Source: an optimization exercise on an open RTL-to-GDS flow (aim: small area and a short achievable clock period). Production flows keep margins and buffers that such runs may drop. Function was not checked in any run shown here: the RTL went through the layout flow alone. Power and IR drop assume default switching activity.

==> flow/design.v (outline; a module is shown in full before it is edited, if it fits) <==
// module mk_mac: 1056 lines
module mk_mac(CLK,
	      RST_N,
	      put_inp_A_a,
	      EN_put_inp_A,
	      RDY_put_inp_A,
	      put_inp_B_b,
	      EN_put_inp_B,
	      RDY_put_inp_B,
	      put_inp_C_c,
	      EN_put_inp_C,
	      RDY_put_inp_C,
	      put_inp_sel_sel,
	      EN_put_inp_sel,
	      RDY_put_inp_sel,
	      get_mac_op,
	      RDY_get_mac_op);
  // ...
==> flow/flow/run.sh <==
#!/bin/bash
# Standard synthesis, then the standard layout steps with faster port
# buffers and a tighter timing-repair target.
set -e
bash standard.sh synth > synth.log 2>&1
bash standard.sh "BUFFER_PORTS_ARGS=-buffer_cell sky130_fd_sc_hd__buf_2" SETUP_SLACK_MARGIN=6 finish > layout.log 2>&1
==> flow/standard.sh <==
#!/bin/bash
# synth_recipe.tcl (not shown) runs the flow's synth.tcl, then flattens the netlist and writes it again
# the make line also repeats each setting of config.mk as NAME=value (left out here)
make -C /OpenROAD-flow-scripts/flow DESIGN_CONFIG=/design/flow/config.mk WORK_HOME=/design/flow/orfs CLKGATE_MAP_FILE= SYNTH_SCRIPT=/design/flow/synth_recipe.tcl "${@:-finish}"
==> flow/config.mk <==
export PLATFORM = sky130hd
export DESIGN_NAME = mk_mac
export DESIGN_NICKNAME = mk_mac
export VERILOG_FILES = /design/flow/design.v
export SDC_FILE = /design/flow/constraint.sdc
export NUM_CORES = 8
export LEC_CHECK = 0
export ABC_AREA = 1
export CAP_MARGIN = 20
export CORE_MARGIN = 2
export CORE_UTILIZATION = 65
export CTS_CLUSTER_DIAMETER = 100
export CTS_CLUSTER_SIZE = 30
export PLACE_DENSITY = 0.75
export SLEW_MARGIN = 20
==> flow/constraint.sdc <==
create_clock -name core_clock -period 9.0 [get_ports {CLK}]
set_input_delay 1.8000 -clock core_clock [delete_from_list [all_inputs] [get_ports {CLK}]]
set_output_delay 1.8000 -clock core_clock [all_outputs]
set_load 0.01 [all_outputs]
==> results_dict.tcl, run 1 <==
set metrics [dict create \
    fill_cells 3078 \
    worstSetupStartpointType "register" \
    start_util_pct 65.8 \
    muxShareOfSynthArea_pct 0.153 \
    yosys.area_share.simple_pct 20.7 \
    drt-met1-wl_mm 25.1 \
    place_area_um2 26800 \
    synth_area_per_cell_um2 9.16 \
    placed_cells 3389 \
    use_met1_pct 36.4 \
    grt_max_degree 49 \
    num_io_pins 108 \
    cts_max_level 1 \
    seqPwrFrac_pct 47.9 \
    synthTopCellsByArea "dfxtp_1, edfxtp_1, nand2_1" \
    finClkSkew_ns 0.0233 \
    synth_cells 2855 \
    synth_top_family_by_area "simple AND/OR/NAND/NOR gates" \
    area_growth_pct 5.46 \
    cts_setup_buffers 0 \
    routed_wl_mm 57.4 \
    fin_crit_sh_pct 32.4 \
    slew_headroom_pct 23.6 \
    cp_max_fo 1 \
    gp_congestion 0.917 \
    multi_input_area_um2 10400 \
    synth_xor_area_share_pct 3.08 \
    critPathTopFamily "flip-flops" \
    signal_buffers 110 \
    power_sequential_uw 4620 \
    critPathMaxStageDelay_ns 0.37 \
    top_power_group "sequential cells" \
    overflow 0 \
    outcome "timing/DRC/antenna clean" \
    ir_worst_vdd_v 0.000207 \
    nWellTaps 525 \
    final_cell_mix "nand2_1, dfxtp_1, inv_1, nand3_1, nor2_1" \
    first_global_vias 17517 \
    cts.sinks 652 \
    yosysWarnings 1 \
    worstMarginPinSlew_ns 1.15 \
    vias 18509 \
    synth-adder-area-share_pct 9.80 \
    crit_type "reg2out" \
]
==> run 2, diff against run 1 <==
--- a/flow/design.v
+++ b/flow/design.v
@@ -39,32 +39,32 @@
   reg [31:0] rg_C;
   reg        rg_sel;
   always @(posedge CLK) begin
     if (EN_put_inp_A)   rg_A   <= put_inp_A_a;
     if (EN_put_inp_B)   rg_B   <= put_inp_B_b;
     if (EN_put_inp_C)   rg_C   <= put_inp_C_c;
     if (EN_put_inp_sel) rg_sel <= put_inp_sel_sel;
   end
-  reg [10:0] vld;    
+  reg [6:0] vld;     
   always @(posedge CLK) begin
-    if (!RST_N) vld <= 11'd0;
-    else        vld <= {vld[9:0], ~rg_sel};
+    if (!RST_N) vld <= 7'd0;
+    else        vld <= {vld[5:0], ~rg_sel};
   end
   wire [7:0] eA = rg_A[14:7];
   wire [7:0] eB = rg_B[14:7];
   wire zA = (eA == 8'd0), zB = (eB == 8'd0);
   wire iA = (eA == 8'd255), iB = (eB == 8'd255);
   wire cls_zi = (iA & zB) | (zA & iB);
   wire [1:0] cls_in = cls_zi ? 2'd0 : (zA | zB) ? 2'd1 : (iA | iB) ? 2'd2 : 2'd3;
   reg [1:0] lc;
   always @(posedge CLK)
     if (!rg_sel) lc <= cls_in;
-  wire [7:0] e_sum = eA + eB - 8'd127;
-  wire [7:0] e_clamp = (e_sum > 8'd1 && e_sum < 8'd254) ? e_sum : 8'd0;
+  wire [7:0] e_sum = (eA + eB + 8'd1) ^ 8'h80;     
+  wire [7:0] e_clamp = (e_sum[7:1] != 7'd0 && e_sum[7:1] != 7'h7f) ? e_sum : 8'd0;
   wire [7:0] exp_add = cls_zi ? 8'd255 : (zA | zB) ? 8'd0 : (iA | iB) ? 8'd255 : e_clamp;
   wire nx_sel = EN_put_inp_sel ? put_inp_sel_sel : rg_sel;
   wire nx_a7  = EN_put_inp_A ? put_inp_A_a[7] : rg_A[7];
   wire nx_b7  = EN_put_inp_B ? put_inp_B_b[7] : rg_B[7];
   reg md_i8, md_ua, md_va, md_ub, md_vb, md_w;
   always @(posedge CLK) begin
     md_i8 <= nx_sel;
     md_ua <= nx_sel & ~nx_a7;
@@ -332,181 +332,86 @@
   reg [31:0] t1_c;
   always @(posedge CLK) begin
     t1_s <= t0_s;
     t1_e <= t0_e;
     t1_p <= t0_sum[15:0];
     t1_q <= t0_sum[17:16];
     t1_c <= t0_c;
   end
-  wire cu_g1 = 1'b0 | (t1_c[17] & (1'b1 & t1_c[16]));
-  wire cu_p2 = t1_c[17] & t1_c[16];
-  wire cu_g3 = 1'b0;
-  wire cu_p4 = t1_c[19] & t1_c[18];
-  wire cu_g5 = 1'b0;
-  wire cu_p6 = t1_c[21] & t1_c[20];
-  wire cu_g7 = 1'b0;
-  wire cu_p8 = t1_c[23] & t1_c[22];
-  wire cu_g9 = 1'b0;
-  wire cu_p10 = t1_c[25] & t1_c[24];
-  wire cu_g11 = 1'b0;
-  wire cu_p12 = t1_c[27] & t1_c[26];
-  wire cu_g13 = 1'b0;
-  wire cu_p14 = t1_c[29] & t1_c[28];
-  wire cu_g15 = 1'b0;
-  wire cu_p16 = t1_c[31] & t1_c[30];
-  wire cu_g17 = 1'b0 | (t1_c[18] & cu_g1);
-  wire cu_p18 = t1_c[18] & cu_p2;
-  wire cu_g19 = cu_g3 | (cu_p4 & cu_g1);
-  wire cu_p20 = cu_p4 & cu_p2;
-  wire cu_g21 = 1'b0 | (t1_c[22] & cu_g5);
-  wire cu_p22 = t1_c[22] & cu_p6;
-  wire cu_g23 = cu_g7 | (cu_p8 & cu_g5);
-  wire cu_p24 = cu_p8 & cu_p6;
-  wire cu_g25 = 1'b0 | (t1_c[26] & cu_g9);
-  wire cu_p26 = t1_c[26] & cu_p10;
-  wire cu_g27 = cu_g11 | (cu_p12 & cu_g9);
-  wire cu_p28 = cu_p12 & cu_p10;
-  wire cu_g29 = 1'b0 | (t1_c[30] & cu_g13);
-  wire cu_p30 = t1_c[30] & cu_p14;
-  wire cu_g31 = cu_g15 | (cu_p16 & cu_g13);
-  wire cu_p32 = cu_p16 & cu_p14;
-  wire cu_g33 = 1'b0 | (t1_c[20] & cu_g19);
-  wire cu_p34 = t1_c[20] & cu_p20;
-  wire cu_g35 = cu_g5 | (cu_p6 & cu_g19);
-  wire cu_p36 = cu_p6 & cu_p20;
-  wire cu_g37 = cu_g21 | (cu_p22 & cu_g19);
-  wire cu_p38 = cu_p22 & cu_p20;
-  wire cu_g39 = cu_g23 | (cu_p24 & cu_g19);
-  wire cu_p40 = cu_p24 & cu_p20;
-  wire cu_g41 = 1'b0 | (t1_c[28] & cu_g27);
-  wire cu_p42 = t1_c[28] & cu_p28;
-  wire cu_g43 = cu_g13 | (cu_p14 & cu_g27);
-  wire cu_p44 = cu_p14 & cu_p28;
-  wire cu_g45 = cu_g29 | (cu_p30 & cu_g27);
-  wire cu_p46 = cu_p30 & cu_p28;
-  wire cu_g47 = cu_g31 | (cu_p32 & cu_g27);
-  wire cu_p48 = cu_p32 & cu_p28;
-  wire cu_g49 = 1'b0 | (t1_c[24] & cu_g39);
-  wire cu_p50 = t1_c[24] & cu_p40;
-  wire cu_g51 = cu_g9 | (cu_p10 & cu_g39);
-  wire cu_p52 = cu_p10 & cu_p40;
-  wire cu_g53 = cu_g25 | (cu_p26 & cu_g39);
-  wire cu_p54 = cu_p26 & cu_p40;
-  wire cu_g55 = cu_g27 | (cu_p28 & cu_g39);
-  wire cu_p56 = cu_p28 & cu_p40;
-  wire cu_g57 = cu_g41 | (cu_p42 & cu_g39);
-  wire cu_p58 = cu_p42 & cu_p40;
-  wire cu_g59 = cu_g43 | (cu_p44 & cu_g39);
-  wire cu_p60 = cu_p44 & cu_p40;
-  wire cu_g61 = cu_g45 | (cu_p46 & cu_g39);
-  wire cu_p62 = cu_p46 & cu_p40;
-  wire cu_g63 = cu_g47 | (cu_p48 & cu_g39);
-  wire cu_p64 = cu_p48 & cu_p40;
-  wire cu_s65 = t1_c[16] ^ 1'b1;
-  wire cu_s66 = t1_c[17] ^ (1'b1 & t1_c[16]);
-  wire cu_s67 = t1_c[18] ^ cu_g1;
-  wire cu_s68 = t1_c[19] ^ cu_g17;
-  wire cu_s69 = t1_c[20] ^ cu_g19;
-  wire cu_s70 = t1_c[21] ^ cu_g33;
-  wire cu_s71 = t1_c[22] ^ cu_g35;
-  wire cu_s72 = t1_c[23] ^ cu_g37;
-  wire cu_s73 = t1_c[24] ^ cu_g39;
-  wire cu_s74 = t1_c[25] ^ cu_g49;
-  wire cu_s75 = t1_c[26] ^ cu_g51;
-  wire cu_s76 = t1_c[27] ^ cu_g53;
-  wire cu_s77 = t1_c[28] ^ cu_g55;
-  wire cu_s78 = t1_c[29] ^ cu_g57;
-  wire cu_s79 = t1_c[30] ^ cu_g59;
-  wire cu_s80 = t1_c[31] ^ cu_g61;
-  wire cd_g1 = 1'b0 | (~t1_c[17] & (1'b1 & ~t1_c[16]));
-  wire cd_p2 = ~t1_c[17] & ~t1_c[16];
-  wire cd_g3 = 1'b0;
-  wire cd_p4 = ~t1_c[19] & ~t1_c[18];
-  wire cd_g5 = 1'b0;
-  wire cd_p6 = ~t1_c[21] & ~t1_c[20];
-  wire cd_g7 = 1'b0;
-  wire cd_p8 = ~t1_c[23] & ~t1_c[22];
-  wire cd_g9 = 1'b0;
-  wire cd_p10 = ~t1_c[25] & ~t1_c[24];
-  wire cd_g11 = 1'b0;
-  wire cd_p12 = ~t1_c[27] & ~t1_c[26];
-  wire cd_g13 = 1'b0;
-  wire cd_p14 = ~t1_c[29] & ~t1_c[28];
-  wire cd_g15 = 1'b0;
-  wire cd_p16 = ~t1_c[31] & ~t1_c[30];
-  wire cd_g17 = 1'b0 | (~t1_c[18] & cd_g1);
-  wire cd_p18 = ~t1_c[18] & cd_p2;
-  wire cd_g19 = cd_g3 | (cd_p4 & cd_g1);
-  wire cd_p20 = cd_p4 & cd_p2;
-  wire cd_g21 = 1'b0 | (~t1_c[22] & cd_g5);
-  wire cd_p22 = ~t1_c[22] & cd_p6;
-  wire cd_g23 = cd_g7 | (cd_p8 & cd_g5);
-  wire cd_p24 = cd_p8 & cd_p6;
-  wire cd_g25 = 1'b0 | (~t1_c[26] & cd_g9);
-  wire cd_p26 = ~t1_c[26] & cd_p10;
-  wire cd_g27 = cd_g11 | (cd_p12 & cd_g9);
-  wire cd_p28 = cd_p12 & cd_p10;
-  wire cd_g29 = 1'b0 | (~t1_c[30] & cd_g13);
-  wire cd_p30 = ~t1_c[30] & cd_p14;
-  wire cd_g31 = cd_g15 | (cd_p16 & cd_g13);
-  wire cd_p32 = cd_p16 & cd_p14;
-  wire cd_g33 = 1'b0 | (~t1_c[20] & cd_g19);
-  wire cd_p34 = ~t1_c[20] & cd_p20;
-  wire cd_g35 = cd_g5 | (cd_p6 & cd_g19);
-  wire cd_p36 = cd_p6 & cd_p20;
-  wire cd_g37 = cd_g21 | (cd_p22 & cd_g19);
-  wire cd_p38 = cd_p22 & cd_p20;
-  wire cd_g39 = cd_g23 | (cd_p24 & cd_g19);
-  wire cd_p40 = cd_p24 & cd_p20;
-  wire cd_g41 = 1'b0 | (~t1_c[28] & cd_g27);
-  wire cd_p42 = ~t1_c[28] & cd_p28;
-  wire cd_g43 = cd_g13 | (cd_p14 & cd_g27);
-  wire cd_p44 = cd_p14 & cd_p28;
-  wire cd_g45 = cd_g29 | (cd_p30 & cd_g27);
-  wire cd_p46 = cd_p30 & cd_p28;
-  wire cd_g47 = cd_g31 | (cd_p32 & cd_g27);
-  wire cd_p48 = cd_p32 & cd_p28;
-  wire cd_g49 = 1'b0 | (~t1_c[24] & cd_g39);
-  wire cd_p50 = ~t1_c[24] & cd_p40;
-  wire cd_g51 = cd_g9 | (cd_p10 & cd_g39);
-  wire cd_p52 = cd_p10 & cd_p40;
-  wire cd_g53 = cd_g25 | (cd_p26 & cd_g39);
-  wire cd_p54 = cd_p26 & cd_p40;
-  wire cd_g55 = cd_g27 | (cd_p28 & cd_g39);
-  wire cd_p56 = cd_p28 & cd_p40;
-  wire cd_g57 = cd_g41 | (cd_p42 & cd_g39);
-  wire cd_p58 = cd_p42 & cd_p40;
-  wire cd_g59 = cd_g43 | (cd_p44 & cd_g39);
-  wire cd_p60 = cd_p44 & cd_p40;
-  wire cd_g61 = cd_g45 | (cd_p46 & cd_g39);
-  wire cd_p62 = cd_p46 & cd_p40;
-  wire cd_g63 = cd_g47 | (cd_p48 & cd_g39);
-  wire cd_p64 = cd_p48 & cd_p40;
-  wire cd_s65 = ~t1_c[16] ^ 1'b1;
-  wire cd_s66 = ~t1_c[17] ^ (1'b1 & ~t1_c[16]);
-  wire cd_s67 = ~t1_c[18] ^ cd_g1;
-  wire cd_s68 = ~t1_c[19] ^ cd_g17;
-  wire cd_s69 = ~t1_c[20] ^ cd_g19;
-  wire cd_s70 = ~t1_c[21] ^ cd_g33;
-  wire cd_s71 = ~t1_c[22] ^ cd_g35;
-  wire cd_s72 = ~t1_c[23] ^ cd_g37;
-  wire cd_s73 = ~t1_c[24] ^ cd_g39;
-  wire cd_s74 = ~t1_c[25] ^ cd_g49;
-  wire cd_s75 = ~t1_c[26] ^ cd_g51;
-  wire cd_s76 = ~t1_c[27] ^ cd_g53;
-  wire cd_s77 = ~t1_c[28] ^ cd_g55;
-  wire cd_s78 = ~t1_c[29] ^ cd_g57;
-  wire cd_s79 = ~t1_c[30] ^ cd_g59;
-  wire cd_s80 = ~t1_c[31] ^ cd_g61;
-  wire [15:0] c_up = {cu_s80, cu_s79, cu_s78, cu_s77, cu_s76, cu_s75, cu_s74, cu_s73, cu_s72, cu_s71, cu_s70, cu_s69, cu_s68, cu_s67, cu_s66, cu_s65};
-  wire [15:0] c_dn = ~{cd_s80, cd_s79, cd_s78, cd_s77, cd_s76, cd_s75, cd_s74, cd_s73, cd_s72, cd_s71, cd_s70, cd_s69, cd_s68, cd_s67, cd_s66, cd_s65};
+  wire co_p1 = t1_c[17] & t1_c[16];
+  wire co_p2 = t1_c[19] & t1_c[18];
+  wire co_p3 = t1_c[21] & t1_c[20];
+  wire co_p4 = t1_c[23] & t1_c[22];
+  wire co_p5 = t1_c[25] & t1_c[24];
+  wire co_p6 = t1_c[27] & t1_c[26];
+  wire co_p7 = t1_c[29] & t1_c[28];
+  wire co_p8 = t1_c[31] & t1_c[30];
+  wire co_p9 = t1_c[18] & co_p1;
+  wire co_p10 = co_p2 & co_p1;
+  wire co_p11 = t1_c[22] & co_p3;
+  wire co_p12 = co_p4 & co_p3;
+  wire co_p13 = t1_c[26] & co_p5;
+  wire co_p14 = co_p6 & co_p5;
+  wire co_p15 = t1_c[30] & co_p7;
+  wire co_p16 = co_p8 & co_p7;
+  wire co_p17 = t1_c[20] & co_p10;
+  wire co_p18 = co_p3 & co_p10;
+  wire co_p19 = co_p11 & co_p10;
+  wire co_p20 = co_p12 & co_p10;
+  wire co_p21 = t1_c[28] & co_p14;
+  wire co_p22 = co_p7 & co_p14;
+  wire co_p23 = co_p15 & co_p14;
+  wire co_p24 = co_p16 & co_p14;
+  wire co_p25 = t1_c[24] & co_p20;
+  wire co_p26 = co_p5 & co_p20;
+  wire co_p27 = co_p13 & co_p20;
+  wire co_p28 = co_p14 & co_p20;
+  wire co_p29 = co_p21 & co_p20;
+  wire co_p30 = co_p22 & co_p20;
+  wire co_p31 = co_p23 & co_p20;
+  wire co_p32 = co_p24 & co_p20;
+  wire cz_p1 = ~t1_c[17] & ~t1_c[16];
+  wire cz_p2 = ~t1_c[19] & ~t1_c[18];
+  wire cz_p3 = ~t1_c[21] & ~t1_c[20];
+  wire cz_p4 = ~t1_c[23] & ~t1_c[22];
+  wire cz_p5 = ~t1_c[25] & ~t1_c[24];
+  wire cz_p6 = ~t1_c[27] & ~t1_c[26];
+  wire cz_p7 = ~t1_c[29] & ~t1_c[28];
+  wire cz_p8 = ~t1_c[31] & ~t1_c[30];
+  wire cz_p9 = ~t1_c[18] & cz_p1;
+  wire cz_p10 = cz_p2 & cz_p1;
+  wire cz_p11 = ~t1_c[22] & cz_p3;
+  wire cz_p12 = cz_p4 & cz_p3;
+  wire cz_p13 = ~t1_c[26] & cz_p5;
+  wire cz_p14 = cz_p6 & cz_p5;
+  wire cz_p15 = ~t1_c[30] & cz_p7;
+  wire cz_p16 = cz_p8 & cz_p7;
+  wire cz_p17 = ~t1_c[20] & cz_p10;
+  wire cz_p18 = cz_p3 & cz_p10;
+  wire cz_p19 = cz_p11 & cz_p10;
+  wire cz_p20 = cz_p12 & cz_p10;
+  wire cz_p21 = ~t1_c[28] & cz_p14;
+  wire cz_p22 = cz_p7 & cz_p14;
+  wire cz_p23 = cz_p15 & cz_p14;
+  wire cz_p24 = cz_p16 & cz_p14;
+  wire cz_p25 = ~t1_c[24] & cz_p20;
+  wire cz_p26 = cz_p5 & cz_p20;
+  wire cz_p27 = cz_p13 & cz_p20;
+  wire cz_p28 = cz_p14 & cz_p20;
+  wire cz_p29 = cz_p21 & cz_p20;
+  wire cz_p30 = cz_p22 & cz_p20;
+  wire cz_p31 = cz_p23 & cz_p20;
+  wire cz_p32 = cz_p24 & cz_p20;
+  wire [15:0] c_o = {co_p31, co_p30, co_p29, co_p28, co_p27, co_p26, co_p25, co_p20, co_p19, co_p18, co_p17, co_p10, co_p9, co_p1, t1_c[16], 1'b1};
+  wire [15:0] c_z = {cz_p31, cz_p30, cz_p29, cz_p28, cz_p27, cz_p26, cz_p25, cz_p20, cz_p19, cz_p18, cz_p17, cz_p10, cz_p9, cz_p1, ~t1_c[16], 1'b1};
+  wire [15:0] c_fl = ({16{t1_q[1]}} & c_o) | ({16{~t1_q[1] & ~t1_q[0]}} & c_z);
   reg [31:0] i8_res;
   always @(posedge CLK)
-    if (!vld[1]) i8_res <= {t1_q[1] ? c_up : t1_q[0] ? t1_c[31:16] : c_dn, t1_p};
+    if (!vld[1]) i8_res <= {t1_c[31:16] ^ c_fl, t1_p};
   wire [7:0] m1 = t1_p[15] ? t1_p[15:8] : t1_p[14:7];
   wire g1 = t1_p[15] ? t1_p[8] : t1_p[7];
   wire r1 = t1_p[15] ? t1_p[7] : t1_p[6];
   wire st1 = t1_p[15] ? (t1_p[6:0] != 7'd0) : (t1_p[5:0] != 6'd0);
   wire rnd1 = r1 & (g1 | st1);
   wire [8:0] m9 = {1'b0, m1} + {8'd0, rnd1};
   wire [7:0] e1p1 = t1_e + 8'd1;
   wire [7:0] e1p2 = t1_e + 8'd2;
@@ -531,53 +436,53 @@
   wire       ci2 = (ce2 == 8'd255);
   wire       nswp = t2_e < ce2;
   wire [7:0] npc = t2_e - ce2;
   wire [7:0] ncp = ce2 - t2_e;
   wire [7:0] ndif = nswp ? ncp : npc;
   wire       nexc = (t2_e == 8'd255) | ci2;
   wire       nboth0 = (t2_e == 8'd0) & cz2;
   wire       nule = ~nexc & (nboth0 | ((npc == 8'd0) & (t2_f <= t2_c[22:16])));
-  reg        t3_s, t3_swp, t3_zsh, t3_exc, t3_nan, t3_both0, t3_ule;
+  reg        t3_s, t3_swp, t3_exc, t3_nan, t3_both0, t3_ule;
   reg [4:0]  t3_sh;
   reg [7:0]  t3_e;
   reg [6:0]  t3_f;
   reg [31:0] t3_c;
   always @(posedge CLK) begin
     t3_s <= t2_s;
     t3_c <= t2_c;
     case (k3)
       2'd3: begin
         t3_f <= t2_f; t3_e <= nswp ? ce2 : t2_e; t3_swp <= nswp;
-        t3_sh <= ndif[4:0]; t3_zsh <= nexc | (ndif[7:5] != 3'd0);
+        t3_sh <= (nexc | (ndif[7:5] != 3'd0)) ? 5'd31 : ndif[4:0];
         t3_exc <= nexc; t3_nan <= (t2_c[22:0] != 23'd0) | (t2_f != 7'd0);
         t3_both0 <= nboth0; t3_ule <= nule;
       end
       2'd1: begin
         t3_f <= 7'd0; t3_e <= ce2; t3_swp <= ~cz2;
-        t3_sh <= ce2[4:0]; t3_zsh <= ci2 | (ce2[7:5] != 3'd0);
+        t3_sh <= (ci2 | (ce2[7:5] != 3'd0)) ? 5'd31 : ce2[4:0];
         t3_exc <= ci2; t3_nan <= (t2_c[22:0] != 23'd0);
         t3_both0 <= cz2; t3_ule <= cz2;
       end
       default: begin
         t3_f <= {~k3[1], 6'd0}; t3_e <= 8'd255; t3_swp <= 1'b0;
-        t3_sh <= 5'd0; t3_zsh <= 1'b1;
+        t3_sh <= 5'd31;
         t3_exc <= 1'b1; t3_nan <= (t2_c[22:0] != 23'd0) | ~k3[1];
         t3_both0 <= 1'b0; t3_ule <= 1'b0;
       end
     endcase
   end
   wire        asel = t3_swp | t3_ule;
   wire [22:0] mf3 = {t3_f, 16'd0};
   wire [22:0] cf3 = t3_c[22:0];
   wire [22:0] af3 = t3_both0 ? 23'd0 : (asel ? cf3 : mf3);
   wire [22:0] bf3 = t3_both0 ? 23'd0 : (asel ? mf3 : cf3);
   wire [26:0] bm3 = {1'b1, bf3, 3'b0};
   wire        sub3 = t3_s ^ t3_c[31];
-  wire [26:0] shf3 = (t3_zsh ? 27'd0 : (bm3 >> t3_sh)) ^ {27{sub3}};
+  wire [26:0] shf3 = (bm3 >> t3_sh) ^ {27{sub3}};
   reg        t4_sub, t4_s, t4_exc, t4_nan;
   reg [7:0]  t4_e;
   reg [22:0] t4_a;
   reg [26:0] t4_b;
   always @(posedge CLK) begin
     t4_sub <= sub3;
     t4_s   <= asel ? t3_c[31] : t3_s;
     t4_exc <= t3_exc;
@@ -909,24 +814,25 @@
     t6_s   <= t5_s;
     t6_exc <= t5_exc;
     t6_nan <= t5_nan;
     t6_e   <= t5_e;                 
     t6_l   <= lz;
     t6_m   <= t5_m;
   end
   wire [27:0] nm = t6_m << t6_l;
+  wire v6 = vld[6];
   reg        t7_s, t7_rnd;
   reg [7:0]  t7_e;
   reg [22:0] t7_f;
   always @(posedge CLK) begin
-    t7_s   <= t6_s;
-    t7_e   <= t6_exc ? 8'd255 : t6_e - {3'd0, t6_l};
-    t7_f   <= t6_exc ? (t6_nan ? 23'h400000 : 23'd0) : nm[26:4];
-    t7_rnd <= ~t6_exc & nm[3] & (nm[4] | (nm[2:0] != 3'd0));
+    t7_s   <= v6 & t6_s;
+    t7_e   <= ~v6 ? 8'd0 : t6_exc ? 8'd255 : t6_e - {3'd0, t6_l};
+    t7_f   <= ~v6 ? 23'd0 : t6_exc ? (t6_nan ? 23'h400000 : 23'd0) : nm[26:4];
+    t7_rnd <= v6 & ~t6_exc & nm[3] & (nm[4] | (nm[2:0] != 3'd0));
   end
   wire ri_g1 = 1'b0 | (t7_f[1] & (t7_rnd & t7_f[0]));
   wire ri_p2 = t7_f[1] & t7_f[0];
   wire ri_g3 = 1'b0;
   wire ri_p4 = t7_f[3] & t7_f[2];
   wire ri_g5 = 1'b0;
   wire ri_p6 = t7_f[5] & t7_f[4];
   wire ri_g7 = 1'b0;
@@ -1046,11 +952,11 @@
   reg [31:0] t8, t9, t10;
   always @(posedge CLK) begin
     t8  <= {t7_s, t7_e, f8};
     t9  <= t8;
     t10 <= t9;
   end
   reg [31:0] rg_out;
   always @(posedge CLK)
-    rg_out <= rg_sel ? i8_res : (vld[10] ? t10 : 32'd0);
+    rg_out <= rg_sel ? i8_res : t10;
   assign get_mac_op = rg_out;
 endmodule
==> results_dict.tcl, run 2 <==
set metrics [dict create \
    yosysSeqAreaShare_pct 54.0 \
    ff2ff_setup_slack_ns 6.10 \
    std_cell_rows 72 \
    p_leak_uw 0.0133 \
    critPathTopFamily "adder cells" \
    yosysUniqueCellTypes 59 \
    drt_iter0_drc 1283 \
    worstSetupStartpointType "register" \
    synthTopCellsByArea "dfxtp_1, edfxtp_1, nand2_1" \
    fin_crit_ns 2.90 \
    outcome "timing/DRC/antenna clean" \
    ir_worst_vdd_v 0.000203 \
    final_cell_mix "nand2_1, dfxtp_1, inv_1, nand3_1, nor2_1" \
    routed_wl_mm 56.0 \
    avgViaCountPerCell 5.37 \
    insertedDiodeCount 0 \
    wl_per_cell_um 16.2 \
    finalSetupViolCount 0 \
    synth_area_per_cell_um2 9.01 \
    min-delay-start "t0_c[27]" \
    slew_headroom_pct 26.7 \
    cts_tree "yes" \
    synth-main-ff-cell "dfxtp_1" \
    synth_commonest_cells "nand2_1, dfxtp_1, inv_1" \
    crit_type "reg2reg" \
    syn_area_um2 25800 \
    crit_end "t0_r1[8]" \
    r2r-start "rg_A[1]" \
    place_area_um2 26500 \
    num_io_pins 108 \
    drc 0 \
    synth_most_common_cell "nand2_1" \
    rsz0062_at_grt "false" \
    fp.coreArea_um2 38900 \
    path_cells "buf_4 > nand2_1 > inv_1 > fa_2 > fa_1 > inv_1 > fa_1 > inv_1 > fa_1" \
    io_buffers 102 \
    finClkSkew_ns 0.0450 \
    clk_pin_slew_ns 0.12 \
    hold_path.class "reg2reg" \
    stdcell_area_um2 27500 \
    ys_ff_latch 647 \
    cts-buffers-inserted 25 \
    cp_data_required_time_ns 9.54 \
    end_kind "register" \
    fill_cells 3020 \
    finalNetCount 3150 \
    fin_crit_sh_pct 32.2 \
    cts-root-buf "clkbuf_16" \
    power.density_nw_per_um2 311 \
    worstMarginPinSlew_ns 1.10 \
    first_global_vias 18037 \
    synth_top_area_share_pct 42.8 \
    rr_worst_depth 9 \
    grt_max_degree 40 \
    wl_met2_mm 27.5 \
    highest_layer "met4" \
    cts_max_level 1 \
    startpoint "rg_A[1]" \
    die-area_um2 41200 \
    cts.sinks 647 \
    grtUsageTotal_pct 27.2 \
    met3_length_mm 2.67 \
    overflow 0 \
    critPathBufInv 4 \
    synth_cells 2857 \
    hpwlAfterDp_mm 43.5 \
    die_h_um 203 \
    fmax_mhz 345 \
    critPathMaxStageDelay_ns 0.55 \
    drive_gt1_share_pct 7.87 \
    drt-met1-wl_mm 24.6 \
    vias 18534 \
    area_growth_pct 6.64 \
    ctsHoldBuffers 0 \
    crit_slowest_cell "fa_1" \
    cp_max_fo 4 \
    async_reset_ff_share_pct 0 \
    finalHoldViolations 0 \
    final_common_cell "nand2_1" \
    slew_viol_final 0 \
    yosysWarnings 1 \
    antenna_found_initial 0 \
    fp.dieW_um 203 \
    regToRegEndpoint "t0_r1[8]" \
    synth_edf_count 96 \
    maxCapViolCount 0 \
    synth_top_area_cell "dfxtp_1" \
    crit_cells 9 \
    grt_first_pass_wirelength_mm 89.7 \
    clk_latency_ns 0.60 \
    cp.arrival_ns 3.43 \
    first_pass_iters 6 \
    gp_congestion 0.974 \
    cts.path.max_buffers 3 \
    ant_nets 0 \
    setup_tns_ns 0 \
    start_util_pct 66.2 \
]
-- run 2: cell types whose count changed in the layout (fill, tap and decap cells not counted), sizes merged, moves of 11 or more --
cell	change
o21ai	-20
nand2	+43
nand3	-11
ha	-13
buf	+21
-- run 2: worst min path at each step --
stage,end,cells past startpoint
6_report,t1_c[27],0
3_3_place_gp,t9[6],0
3_5_place_dp,t1_c[0],0
2_1_floorplan,t10[0],0
4_1_cts,t1_c[20],0
5_1_grt,t1_c[20],0
-- run 2: layout make-up --
type	count	area, um^2	share of cell area [%]
Clock buffer	37	702	2.56
Clock inverter	2	28.8	0.105
Inverter	347	1310	4.76
Multi-Input combinational cell	1771	10100	36.9
Sequential cell	647	13900	50.7
Tap cell	518	648	2.36
Timing Repair Buffer	131	728	2.65
-- run 2: cell families after synthesis --
| kind of cell | count (synthesis) | share of synthesized area, % |
|---|---|---|
| muxes | 6 | 0.233 |
| adders and majority gates | 156 | 9.33 |
| DFF | 647 | 54.0 |
| and+or+nand+nor | 1273 | 21.4 |
| buffers and inverters | 443 | 6.77 |
| xor gates and xnor gates | 84 | 2.89 |
| AOI/OAI and AO/OA | 247 | 5.33 |
| other | 1 | 0.0146 |
-- run 2: layer usage --
| layer | global-route usage (%) | vias up |
|---|---|---|
| met5 | 0 | - |
| met4 | 6.33 | 0 |
| met3 | 3.05 | 93 |
| met2 | 48.7 | 546 |
| met1 | 35.6 | 8641 |
| li1 | - | 9254 |
-- run 2: per-stage QoR --
step | setup slack (ns) | instances | utilization [%] | hold slack [ns] | power [uW]
after floorplan | 6.00 | 2861 | - | 0.310 | 6270
after global placement | 5.80 | 3390 | 68.2 | 0.310 | 7060
after detailed placement | 5.70 | 3390 | 68.2 | 0.312 | 7160
after CTS | 6.00 | 3436 | 70.2 | 0.319 | 8520
after global routing | 5.99 | 3453 | 70.6 | 0.328 | 9170
final | 6.10 | 3453 | 70.6 | 0.317 | 8550
-- run 2: power by group --
group          switching [uW]  internal (uW)  leakage (uW)
combinational            2010           1110       0.00739
clock                     826            554      0.000354
sequential                450           3600       0.00555
-- run 2: what timing repair did --
action	4_1_cts	5_1_grt
buffers inserted	7	17
setup endpoints to repair	14	28
gates resized for setup	2	15
pin swaps	0	4

## separate check: timing with driven ports
In the flow no input, the clock included, has a driving cell. The finished layouts below were timed again as built, in two steps. Step 1 sets driving cells, clkbuf_16 on the clock port and buf_2 on the other inputs (assumed; they add their load-dependent delay and slew). Step 2 adds t to the input delays and takes it off the output delays; t is the mean of the earliest and latest rising clock arrival at the registers after step 1. Input paths then give back, and output paths get back, about the clock's delay inside the block. Three values: ideal, step 1, step 2; two values: the first two.
run | t (ns) | setup slack, ns | latest minus earliest clock arrival (ns) | worst data-port slew with drivers (ns) | cell pins on the clock port's net
run 1 | 0.649 | 6.082 / 6.023 / 6.141 | 0.025 / 0.024 | 0.05 | 1
run 2 | 0.639 | 6.105 / 6.069 / 6.105 | 0.048 / 0.048 | 0.06 | 1
After both steps every run listed still meets setup and hold.
